Source: an optimization exercise on an open RTL-to-GDS flow (aim: small area). Production flows keep margins and buffers that such runs may drop.
At most, simulation tests tie the RTL to the original design; equivalence was not proved.

// mac
module mac(clk, a, b, c, op, z);
  input         clk;
  input  [31:0] a;
  input  [31:0] b;
  input  [31:0] c;
  input         op;
  output [31:0] z;
  function [4:0] lzc24;
    input [23:0] x;
    integer i;
    begin
      lzc24 = 5'd24;
      for (i = 0; i < 24; i = i + 1)
        if (x[i]) lzc24 = 5'd23 - i[4:0];
    end
  endfunction
  function [4:0] tzc24;
    input [23:0] x;
    integer i;
    begin
      tzc24 = 5'd24;
      for (i = 23; i >= 0; i = i - 1)
        if (x[i]) tzc24 = i[4:0];
    end
  endfunction
  function [5:0] rip6;
    input [5:0] x, y;
    input ci;
    integer i;
    reg k;
    begin
      k = ci;
      for (i = 0; i < 6; i = i + 1) begin
        rip6[i] = x[i] ^ y[i] ^ k;
        k = (x[i] & y[i]) | (k & (x[i] ^ y[i]));
      end
    end
  endfunction
  function [7:0] rip8;
    input [7:0] x, y;
    input ci;
    integer i;
    reg k;
    begin
      k = ci;
      for (i = 0; i < 8; i = i + 1) begin
        rip8[i] = x[i] ^ y[i] ^ k;
        k = (x[i] & y[i]) | (k & (x[i] ^ y[i]));
      end
    end
  endfunction
  function [9:0] rip10;
    input [9:0] x, y;
    input ci;
    integer i;
    reg k;
    begin
      k = ci;
      for (i = 0; i < 10; i = i + 1) begin
        rip10[i] = x[i] ^ y[i] ^ k;
        k = (x[i] & y[i]) | (k & (x[i] ^ y[i]));
      end
    end
  endfunction
  function [30:0] inc31;
    input [30:0] x;
    input ci;
    integer i;
    reg k;
    begin
  ...
clock: 13.0 ns
lec_check: 0
abc_area: 1
cap_margin: 20
core_margin: 2
core_utilization: 40
cts_buf_list: sky130_fd_sc_hd__clkbuf_8
cts_cluster_size: 30
slew_margin: 20
synth_hierarchical: 1
synth_minimum_keep_size: 0
run.sh (not shown) runs the stock make flow with config.mk's settings and CLKGATE_MAP_FILE= SYNTH_SCRIPT=/design/flow/synth_recipe.tcl, a recipe that flattens the netlist after the stock synthesis.
Rerun with:
--- a/flow/design.v
+++ b/flow/design.v
@@ -1726,24 +1726,41 @@
         for (k = 2 * dd - 1; k < 28; k = k + 2 * dd) begin
           gg[k] = gg[k] | (pp[k] & gg[k-dd]);
           pp[k] = pp[k] & pp[k-dd];
         end
       for (dd = 8; dd >= 1; dd = dd / 2)
         for (k = 3 * dd - 1; k < 28; k = k + 2 * dd) begin
           gg[k] = gg[k] | (pp[k] & gg[k-dd]);
           pp[k] = pp[k] & pp[k-dd];
         end
       bk28 = hp ^ {gg[26:0], ci};
     end
   endfunction
+  function gt33;
+    input [32:0] x, y;
+    reg [63:0] gg, pp;
+    integer k, w;
+    begin
+      gg = 64'd0;
+      pp = {64{1'b1}};
+      gg[32:0] = x & ~y;
+      pp[32:0] = x | ~y;
+      for (w = 32; w >= 1; w = w / 2)
+        for (k = 0; k < w; k = k + 1) begin
+          gg[k] = gg[2*k+1] | (pp[2*k+1] & gg[2*k]);
+          pp[k] = pp[2*k+1] & pp[2*k];
+        end
+      gt33 = gg[0];
+    end
+  endfunction
   reg  [31:0] c1;
   always @(posedge clk)
     c1 <= {~op ^ c[31], c[30:0]};
   wire       ms   = a[31] ^ b[31];
   wire [7:0] ea   = a[30:23];
   wire [7:0] eb   = b[30:23];
   wire       anz  = |ea;
   wire       bnz  = |eb;
   wire       amax = &ea;
   wire       bmax = &eb;
   wire       amz  = ~|a[22:0];
   wire       bmz  = ~|b[22:0];
@@ -1798,25 +1815,25 @@
   wire       sx   = x[31];
   wire       sy   = y[31];
   wire       xmax = &x[30:23];
   wire       ymax = &y[30:23];
   wire       xmz  = ~|x[22:0];
   wire       ymz  = ~|y[22:0];
   wire       xn   = xmax & ~xmz;
   wire       yn   = ymax & ~ymz;
   wire       xi   = xmax & xmz;
   wire       yi   = ymax & ymz;
   wire [32:0] kx = xmax ? {10'b0000000001, x[22:0]} : {x[30:0], 2'b00};
   wire [32:0] ky = ymax ? {10'b0000000001, y[22:0]} : {y[30:0], 2'b00};
-  wire xgt = kx > ky;
+  wire xgt = gt33(kx, ky);
   wire tie = kx == ky;
   wire sdp = tie ? (sx & sy) : (xgt ? sx : sy);
   wire sgn = (xi & yi)  ? sy :
              (xi & ~yn) ? sx :
              (yi & ~xn) ? sy : sdp;
   wire nan = xn | yn | (xi & yi & (sx ^ sy));
   wire inf = xi | yi;
   wire [30:0] bg  = xgt ? x[30:0] : y[30:0];
   wire [30:0] sm  = xgt ? y[30:0] : x[30:0];
   wire        bnz2 = |bg[30:23];
   wire        snz2 = |sm[30:23];
   wire [7:0]  ebg = {bg[30:24], bg[23] | ~bnz2};
=> Design area went up by about 1%. Wire length went up by 0.41%. Sequential cell count is unchanged. Core utilization went down by 0.20 points. Clock-buffer cell count went up by 7. Final cell count went up by about 1.6%. Worst hold slack improved by 0.021 ns. Register-to-register slack got worse by 0.54 ns.
Function not checked in the second run of this note: the RTL went through the layout flow alone.

## what the ideal ports hide
How much do the figures lean on ideal ports? The routed layouts below were timed once more, with nothing changed but the port constraints. Step 1 (the two cells are an assumption about what drives the block):
set clk [get_ports {clk}]
set_driving_cell -lib_cell sky130_fd_sc_hd__clkbuf_16 $clk
set_driving_cell -lib_cell sky130_fd_sc_hd__buf_2 [delete_from_list [all_inputs] $clk]
Step 2, shift: input delay + t, output delay - t, t = (earliest + latest rising clock arrival at the registers) / 2. This alone moves slack from input paths to output paths. Three values: no drivers, after step 1, after step 2; two values: the first two.
| run | shift t [ns] | setup slack, ns | cell pins on the clock port's net |
|---|---|---|---|
| the first run | 0.733 | 1.305 / 1.344 / 0.611 | 1 |
| the second run | 0.715 | 1.257 / 1.257 / 0.802 | 1 |
After both steps every run listed still meets setup and hold. For the first run, which loses most, drivers alone change the setup slack by +0.039 ns; drivers and shift together by -0.694 ns.
